Source: an optimization exercise on an open RTL-to-GDS flow (aim: small area). Production flows keep margins and buffers that such runs may drop.
The RTL was checked by simulation tests, not by an equivalence proof against the original design.
Power and IR drop assume default switching activity.

<file path="flow/run.sh">
#!/bin/bash
# synth_recipe.tcl (not shown) runs the flow's synth.tcl, then flattens the netlist and writes it again
# the make line also repeats each setting of config.mk as NAME=value (left out here)
make -C /OpenROAD-flow-scripts/flow DESIGN_CONFIG=/design/flow/config.mk WORK_HOME=/design/flow/orfs CLKGATE_MAP_FILE= SYNTH_SCRIPT=/design/flow/synth_recipe.tcl finish
</file>
<file path="flow/config.mk">
export PLATFORM = sky130hd
export DESIGN_NAME = ticket_booking_system
export DESIGN_NICKNAME = ticket_booking_system
export VERILOG_FILES = /design/flow/design.v
export SDC_FILE = /design/flow/constraint.sdc
export NUM_CORES = 4
export LEC_CHECK = 0
export CAP_MARGIN = 20
export CORE_MARGIN = 2
export CORE_UTILIZATION = 40
export PLACE_DENSITY = 0.6
export SLEW_MARGIN = 20
</file>
<file path="flow/design.v">
`timescale 1ns/1ps
module ticket_booking_system (
    input clk,
    input rst,
    input book,
    input cancel,
    input check,
    input [3:0] seat_type,
    input [4:0] travel_date,
    output reg [7:0] price,
    output reg [7:0] seats_left,
    output reg booking_success,
    output reg cancel_success,
    output reg availability_status
);
    parameter IDLE = 2'b00,
              BOOKING = 2'b01,
              CANCELLING = 2'b10,
              CHECKING = 2'b11;
    reg [1:0] state, next_state;
    reg [7:0] seat_matrix [0:2][0:31];   
    reg [1:0] pulse_count;
    integer i, j;
    wire type_ok = (seat_type < 4'd3);
    wire [7:0] seats_cur = type_ok ? seat_matrix[seat_type[1:0]][travel_date] : 8'd0;
    always @(*) begin
        case (state)
            IDLE: begin
                if (book)
                    next_state = BOOKING;
                else if (cancel)
                    next_state = CANCELLING;
                else if (check)
                    next_state = CHECKING;
                else
                    next_state = IDLE;
            end
            default: next_state = IDLE;
        endcase
    end
    always @(posedge clk or posedge rst) begin
        if (rst) begin
            state <= IDLE;
            price <= 8'd0;
            booking_success <= 0;
            cancel_success <= 0;
            availability_status <= 0;
            seats_left <= 0;
            pulse_count <= 0;
            for (i = 0; i < 3; i = i + 1)
                for (j = 0; j < 32; j = j + 1)
                    seat_matrix[i][j] <= 8'd10;
        end else begin
            state <= next_state;
            if (pulse_count > 0)
                pulse_count <= pulse_count - 1;
            else begin
                booking_success <= 0;
                cancel_success <= 0;
                availability_status <= 0;
            end
            case (next_state)
                BOOKING: begin
                    if (seats_cur > 0) begin
                        seat_matrix[seat_type[1:0]][travel_date] <= seats_cur - 1;
                        booking_success <= 1;
                        pulse_count <= 2;
                        case (seat_type)
                            0: price <= 8'd100;
                            1: price <= 8'd150;
                            2: price <= 8'd200;
                            default: price <= 8'd0;
                        endcase
                    end
                end
                CANCELLING: begin
                    if (type_ok && seats_cur < 8'd10) begin
                        seat_matrix[seat_type[1:0]][travel_date] <= seats_cur + 1;
                        cancel_success <= 1;
                        price <= 8'd0;
                        pulse_count <= 2;
                    end
                end
                CHECKING: begin
                    seats_left <= seats_cur;
                    availability_status <= 1;
                    pulse_count <= 2;
                end
            endcase
        end
    end
endmodule
</file>
<file path="flow/constraint.sdc">
create_clock -name core_clock -period 8.0 [get_ports {clk}]
set_input_delay 1.6000 -clock core_clock [delete_from_list [all_inputs] [get_ports {clk}]]
set_output_delay 1.6000 -clock core_clock [all_outputs]
set_load 0.01 [all_outputs]
</file>
==> results of run 1 <==
critical path, cell delays in order:
cell	delay, ns
buf_4	0.59
buf_4	0.39
nor2b_1	0.18
buf_4	0.26
a22oi_1	0.64
nor3_1	0.08
a2111oi_0	0.81
buf_4	0.23
o2111ai_1	0.14
o41ai_2	0.61
o2111a_2	0.33
nand3_2	0.08
and2_4	0.20
buf_12	0.17
buf_4	0.23
nor3_4	0.73
mux2_2	0.42
Yosys cell counts, types with 42 or more instances:
library cell,n,area share [%]
nand2_1,76,0.73
clkbuf_1,144,1.4
a22oi_1,119,2.3
mux2_4,56,2.1
mux2_2,744,21
dfrtp_1,597,38
o21ai_0,48,0.61
dfstp_2,192,13
nor3_4,83,3.4
buf_2,76,0.97
nor2_1,42,0.40
nand3_1,144,1.8
sequential cells by signal (all words and copies together) (netlist names):
register,flops
seats_left,8
price,6
pulse_count,2
booking_success,1
seat_matrix,768
cancel_success,1
state,2
availability_status,1
through the flow:
step | setup TNS [ns] | hold WS, ns | total power (uW) | setup WS (ns)
floorplan | -2786.13 | 0.449 | 4790 | -4.27
global placement | 0 | 0.465 | 5330 | 0.219
detailed placement | 0 | 0.474 | 5340 | 0.510
CTS | 0 | 0.488 | 9530 | 1.19
global route | 0 | 0.500 | 9740 | 0.914
finish | 0 | 0.479 | 9540 | 0.756
kinds of logic (layout without fill, tap and decap cells):
kind of cell | Yosys count | count (layout) | synth area share [%]
AO/OA/AOI/OAI | 447 | 447 | 8.61
AND/OR/NAND/NOR | 615 | 615 | 11.5
flip-flops | 789 | 789 | 51.0
adder cells (fa/ha/maj) | 7 | 7 | 0.243
multiplexers | 850 | 850 | 24.9
other | 1 | 6 | 0.00957
buffers and inverters | 294 | 578 | 3.59
XOR/XNOR | 7 | 7 | 0.156
final timing paths:
check / start / endpoint / slack (ns) / cells after the start
worst max register to register: seat_matrix[5][6] / seat_matrix[29][7] / 2.77 / 14
worst min register to register: seats_left[6] / seats_left[6] / 0.48 / 2
min in group asynchronous: rst / seat_matrix[62][0] / 1.40 / 2
worst min-delay path: seats_left[6] / seats_left[6] / 0.48 / 2
worst max-delay path: travel_date[3] / seat_matrix[29][7] / 0.76 / 17
max in group asynchronous: rst / seat_matrix[33][7] / 4.70 / 4
power by group through the flow:
stage               logic [uW]  clock network, uW  registers [uW]
floorplan                  512                  0            4270
global placement          1030                  0            4300
detailed placement        1040                  0            4300
CTS                       1050               4250            4240
global route              1090               4400            4250
finish                    1080               4220            4240
area by class of cell:
type	instances	area, sq um
antenna	5	12.5
clock buffer	141	2690
clock inverter	27	265
fill	8377	49900
inverter	15	60.1
multi-input combinational	1927	18000
sequential	789	20000
tap	1276	1600
timing repair buffer	395	4300
placed cells by master (no fill, tap or decap), drive strengths merged, types with 11 or more instances in the layout:
cell | Yosys | routed
mux2 | 813 | 813
dfrtp | 597 | 597
buf | 132 | 371
dfstp | 192 | 192
nand3 | 145 | 145
clkbuf | 147 | 141
a22oi | 119 | 119
nor3 | 103 | 103
nand2 | 78 | 78
o21ai | 49 | 49
nor2 | 42 | 42
nand4 | 38 | 38
a21oi | 36 | 36
mux2i | 35 | 35
a32oi | 31 | 31
nand3b | 26 | 26
clkdlybuf4s50 | 0 | 24
a22o | 22 | 22
o22ai | 20 | 20
and3b | 20 | 20
and3 | 18 | 18
nor4 | 18 | 18
nor2b | 18 | 18
clkinv | 2 | 17
inv | 13 | 14
nor3b | 14 | 14
nand2b | 13 | 13
a31oi | 13 | 13
o221ai | 12 | 12
o32ai | 12 | 12
nor4bb | 12 | 12
a211oi | 11 | 11
o211ai | 11 | 11
a222oi | 11 | 11
o31ai | 11 | 11
or3 | 11 | 11
and2 | 11 | 11
metal layers:
metal / track usage [%] / part of all wire, % / up-vias
li1: - / - / 11800
met2: 53.0 / 41 / 2516
met5: 0 / 0.058 / -
met1: 49.0 / 38 / 16400
met3: 13.1 / 13 / 724
met4: 26.8 / 8.7 / 16
==> impl_results.md, run 1 <==
* DRT Pass-1 Iters at 16
* H-Tree Depth at 3
* Layout cell share with drive strength beyond 1 at 50.1%
* Largest net degree at the start of global routing at 180
* #FFs+latches synth at 789
* Peak supply drop at 0.162 mV
* Worst EP arrival at 7.81 ns
* Antenna violations before repair at 16
* Placed cell count at 4402
* Sequential-to-total area share from yosys stat at 51.0%
* Fmax at 0.138 GHz
* Vias at 31.4k
* Fin area at 0.0470 sq mm
* Io pins at 33
* Switching Share at 27.5%
* Via/cell ratio at 6.87
* Gate Count Post-Synth at 3010
* Area post-placement at 0.0440 sq mm
* Post-CTS Hold Buffers at 0
* Max Slew Vio Count at 0
* Nets at 3239
* RSZ-0062 raised after global routing: no
* CTS root buf: clkbuf_16
* Max clock buf depth at 3
* Clock Pin Slew Worst Setup and Hold Paths at 0.06 ns
* Psw at 2620 uW
* Initial cell density of the core at 40.5%
* Full die area at 0.101 sq mm
* Syn Area/Cell at 13.0 sq um
* Max-Cap Viols at 0
* Final WL at 191000 um
* Vias in the first global route at 30.5k
* Final Skew at 0.0253 ns
* WS Path Type: in2reg
* Worst hold path class: reg2reg
* Total Routing Usage GR at 37.9%
* Comb pwr share at 11.3%
* Tcrit/Tclk final at 90.5%
* Die span in x at 317 um
* Most common flop cell mapped by yosys: dfrtp_1
* Area grow syn2layout at 19.8%
* Post-synthesis cell type count at 93
* CTS Sinks at 789
* Final cell count without fillers at 4575
* Worst Tran Pin Value at 1.26 ns
* CP max FO at 45
* Die Height at 317 um
* Run status: finished clean
* Initial DRC count at 4950
* CP endpoint kind: flop
* Final setup viols at 0
* Syn Std Cell Area at 0.0392 sq mm
* Cts repair resizes at 0
* Worst path required time at 8.57 ns
* Internal cell power at 6920 uW
* Register share of total power at 44.5%
* Routed Antenna Nets at 0
* CP Launch Type: input pin
* Rel. slew slack at 15.8%
* Lkg Pwr at 0.0218 uW
* Final Core Density at 48.5%
* DRC violations left at 0
* Fraction of registers with async set/reset at 100%
* First-pass GRT wire length at 262000 um
* TritonCTS clock tree: done
* Synth warn at 2
* Row cnt at 114
* Pwr Density at 203 mW/mm^2
* GRT Residual Overflow at 0
* Hpwl dp at 134000 um
* Clk network pwr share at 44.2%
* DR WL/cell at 41.7 um
* Core area at 0.0969 sq mm
* Crit path time final at 7.24 ns
* PortBufs at 31
* Final hold vios at 0
* Setup Buffers After CTS at 0
* Cts bufs inserted at 90
* Post-synth EDFFs at 0
* RD Place Congestion at 1.09
* Worst skew pair latency at 0.69 ns
==> inputs of run 2 (changes only) <==
==> flow/design.v (replaced) <==
`timescale 1ns/1ps
module ticket_booking_system (
    input clk,
    input rst,
    input book,
    input cancel,
    input check,
    input [3:0] seat_type,
    input [4:0] travel_date,
    output reg [7:0] price,
    output reg [7:0] seats_left,
    output reg booking_success,
    output reg cancel_success,
    output reg availability_status
);
    localparam [6:0] FULL = 7'd120;   
    reg        busy;
    reg [1:0]  pulse_count;
    reg [6:0]  mem [0:47];
    reg [47:0] valid;
    wire       type_ok = ~seat_type[3] & ~seat_type[2] & ~(seat_type[1] & seat_type[0]);
    wire [5:0] waddr   = {seat_type[1:0], travel_date[4:1]};
    wire       hi_sel  = travel_date[0];
    wire [6:0] raw = mem[waddr];
    wire [6:0] v   = valid[waddr] ? raw : FULL;
    reg [6:0] r;
    reg [3:0] q;
    always @(*) begin
        r = v;
        q[3] = (r >= 7'd88); if (q[3]) r = r - 7'd88;
        q[2] = (r >= 7'd44); if (q[2]) r = r - 7'd44;
        q[1] = (r >= 7'd22); if (q[1]) r = r - 7'd22;
        q[0] = (r >= 7'd11); if (q[0]) r = r - 7'd11;
    end
    wire [3:0] cur = hi_sel ? q : r[3:0];
    wire accept = ~busy & (book | cancel | check);
    wire do_book   = accept & book;
    wire do_cancel = accept & ~book & cancel;
    wire do_check  = accept & ~book & ~cancel & check;
    wire book_ok   = do_book & type_ok & (cur != 4'd0);
    wire cancel_ok = do_cancel & type_ok & (cur != 4'd10);
    wire wr = book_ok | cancel_ok;
    wire [6:0] step = hi_sel ? 7'd11 : 7'd1;
    wire [6:0] nv   = book ? v - step : v + step;
    integer i;
    always @(posedge clk) begin
        for (i = 0; i < 48; i = i + 1)
            if (wr && waddr == i) mem[i] <= nv;
    end
    always @(posedge clk or posedge rst) begin
        if (rst) begin
            busy <= 1'b0;
            valid <= 48'd0;
            price <= 8'd0;
            seats_left <= 8'd0;
            booking_success <= 1'b0;
            cancel_success <= 1'b0;
            availability_status <= 1'b0;
            pulse_count <= 2'd0;
        end else begin
            busy <= accept;
            if (wr) valid[waddr] <= 1'b1;
            if (pulse_count != 2'd0)
                pulse_count <= pulse_count - 2'd1;
            else begin
                booking_success <= 1'b0;
                cancel_success <= 1'b0;
                availability_status <= 1'b0;
            end
            if (book_ok) begin
                booking_success <= 1'b1;
                pulse_count <= 2'd2;
                case (seat_type[1:0])
                    2'd0: price <= 8'd100;
                    2'd1: price <= 8'd150;
                    default: price <= 8'd200;
                endcase
            end
            if (cancel_ok) begin
                cancel_success <= 1'b1;
                price <= 8'd0;
                pulse_count <= 2'd2;
            end
            if (do_check) begin
                seats_left <= type_ok ? {4'd0, cur} : 8'd0;
                availability_status <= 1'b1;
                pulse_count <= 2'd2;
            end
        end
    end
endmodule
==> run 2 against run 1 <==
Compared with the run above:
- clock power is 57% lower
- total power is 48% lower
- count of clock-buffer cells in the layout is 82 lower
- still clean on timing, DRC and antenna
- synthesized cell count is 56% lower
==> impl_results.md, run 2 <==
* PortBufs at 27
* Final Core Density at 54.3%
* Post-synth EDFFs at 336
* Placed cell count at 2169
* Fmax at 0.130 GHz
* Depth of the worst register-to-register path at 24
* Io pins at 33
* Initial cell density of the core at 40.6%
* Count leader, synth: edfxtp_1
* Clock Pin Slew Worst Setup and Hold Paths at 0.06 ns
* Slowest CP cell: or4_4
* DR WL/cell at 29.5 um
* CP Launch Type: input pin
* Full die area at 0.0466 sq mm
* First-pass GRT wire length at 96600 um
* Tcrit/Tclk final at 96.4%
* Antenna violations before repair at 2
* Final cell count without fillers at 2279
* Max-Cap Viols at 0
* Largest net degree at the start of global routing at 65
* Die span in x at 216 um
* Syn Std Cell Area at 0.0180 sq mm
* Max FFs per register at 336
* Worst skew pair latency at 0.58 ns
* Min-delay src: valid[46]
* DRT Pass-1 Iters at 5
* CP Buf/Inv Count at 10
* Dpl ws at -1.24 ns
* Cts bufs inserted at 42
* WS Path Type: in2reg
* Most common flop cell mapped by yosys: edfxtp_1
* CTS root buf: clkbuf_16
* GRT Residual Overflow at 0
* Core area at 0.0442 sq mm
* CP top delay family: simple AND/OR/NAND/NOR gates
* Worst EP arrival at 8.01 ns
* Lkg Pwr at 0.00934 uW
* Post-synthesis cell type count at 100
* Worst Tran Pin Value at 1.12 ns
* Reg2Reg Setup Slack at 1.42 ns
* Run status: finished clean
* Worst path required time at 8.30 ns
* Final Skew at 0.0257 ns
* Worst r2r dst: mem[32][4]
* Worst hold stages at 1
* Hpwl dp at 48400 um
* Initial DRC count at 2290
* TritonCTS clock tree: done
* CP max FO at 13
* Most instantiated cells after synthesis: edfxtp_1, nand3_1, dfrtp_1
* Worst hold path class: reg2reg
* Fraction of registers with async set/reset at 16.0%
* Final hold vios at 0
* Top Registers: mem x336, valid x48, price x6
* Hold Path End: valid[46]
* Via/cell ratio at 6.22
* Gate Count Post-Synth at 1318
* Crit path depth at 28
* Max Slew Vio Count at 0
* Biggest register: mem
* Top-area cell type share of the netlist area at 56.2%
* RD Place Congestion at 0.998
* Synth warn at 2
* Diodes inserted at 0
* CP endpoint kind: flop
* Final setup viols at 0
* Multi-input combinational cell area at 0.00664 sq mm
* Worst setup margin at 0.286 ns
* Most frequent cells in the layout: edfxtp_1, buf_4, nand3_1, dfrtp_1, nand2_1
* H-Tree Depth at 2
* Fill cells at 3619
* Final Power at 4930 uW
* Crit path time final at 7.71 ns
* #FFs+latches synth at 400
* Cell repeated most along the worst path: buf_4
* Pwr Density at 205 mW/mm^2
* Reg-to-Reg Start: mem[23][5]
* Vias in the first global route at 13.7k
* Commonest non-fill, non-tap cell in the layout: edfxtp_1
* Syn Area/Cell at 13.6 sq um
* Sequential Area at 0.0117 sq mm
* Final WL at 67200 um
* Rel. slew slack at 24.5%
* Total Routing Usage GR at 28.8%
* RSZ-0062 raised after global routing: yes
* Max clock buf depth at 3
* Largest area contributor in the netlist: edfxtp_1
* CTS Sinks at 400
* Sequential-to-total area share from yosys stat at 65.1%
* Layout cell share with drive strength beyond 1 at 36.0%
* Area grow syn2layout at 33.9%
* Die Height at 216 um
* DRC violations left at 0
* Slowest Stage Delay on Critical Path at 0.59 ns
* Nets at 1688
* Top post-synthesis cells by area: edfxtp_1, dfrtp_1, nand3_1, and3_1, mux4_2
* Vias at 14.2k
* Peak supply drop at 0.173 mV
* Row cnt at 77
* Routed Antenna Nets at 0
==> run 2: per-layer routing <==
layer / wire length [um] / GRT usage [%]
met1: 26700 / 39.4
met5: 14 / 0
met4: 2880 / 11.4
met3: 7890 / 7.91
met2: 29800 / 43.6
==> run 2: cells by family after synthesis <==
family / after synthesis / synth area share [%]
adders and majority gates: 16 / 1.16
and+or+nand+nor: 431 / 13.4
DFF: 400 / 65.1
muxes: 35 / 2.91
other: 1 / 0.0209
xor gates and xnor gates: 15 / 0.732
AOI/OAI and AO/OA: 291 / 13.2
buffers and inverters: 129 / 3.41
==> run 2: layout make-up <==
class,count,share of cell area (%)
timing repair buffer,394,15.1
tap,592,3.08
clock buffer,59,4.73
clock inverter,14,0.364
sequential,400,48.6
inverter,27,0.463
multi-input combinational,793,27.6
==> run 2: timing repair <==
action / 4_1_cts / 5_1_grt
hold buffers: 0 / 0
cloned: 2 / 0
pin swaps: 32 / 35
buffers inserted: 22 / 15
endpoints found under the setup margin: 392 / 391
resized for setup: 61 / 63
==> run 2: worst max-delay path by stage <==
stage                              start          to  slack, ns
after floorplan           travel_date[1]  mem[32][0]      -0.04
after global placement    travel_date[1]  mem[11][3]      -1.23
after detailed placement  travel_date[2]  mem[11][5]      -1.24
after CTS                 travel_date[2]  mem[27][0]       0.04
after global routing      travel_date[2]  mem[47][4]      -0.02
final                     travel_date[3]  mem[32][4]       0.29
==> run 2: power breakdown <==
| part | internal, uW | switching (uW) | leakage [uW] |
|---|---|---|---|
| registers | 2330 | 24.1 | 0.00400 |
| logic | 322 | 444 | 0.00476 |
| clock network | 993 | 817 | 0.000591 |
| total | 3640 | 1290 | 0.00934 |
==> run 2: metrics by stage <==
stage	TNS (ns)	cell area [sq um]	hold WS (ns)
2_1_floorplan	-0.655	18600	0.431
3_3_place_gp	-413.28	21800	0.442
3_5_place_dp	-413.50	21800	0.450
4_1_cts	0	23700	0.463
5_1_grt	-0.505	24000	0.474
6_report	0	24000	0.461

re-timing with driven ports:
How much do the figures lean on ideal ports? The routed layouts below were timed once more, with nothing changed but the port constraints.
Step 1, drivers: a clkbuf_16 drives clk and a buf_2 each remaining input, both assumed.
Step 2 also shifts input and output timing later by t, the mid clock arrival at the registers, as if the neighbouring blocks saw the same clock.
Three values: ideal ports, drivers, drivers and shift; two values: the first two.
run	t (ns)	setup slack, ns	worst setup path after step 2	latest minus earliest clock arrival (ns)
run 1	0.752	0.756 / 0.805 / 0.053	input to register	0.025 / 0.026
run 2	0.623	0.286 / 0.312 / -0.311	input to register	0.026 / 0.026
With both steps, setup timing fails in run 2, where it was met with ideal ports. For run 1, which loses most, drivers alone change the setup slack by +0.049 ns; drivers and shift together by -0.703 ns.
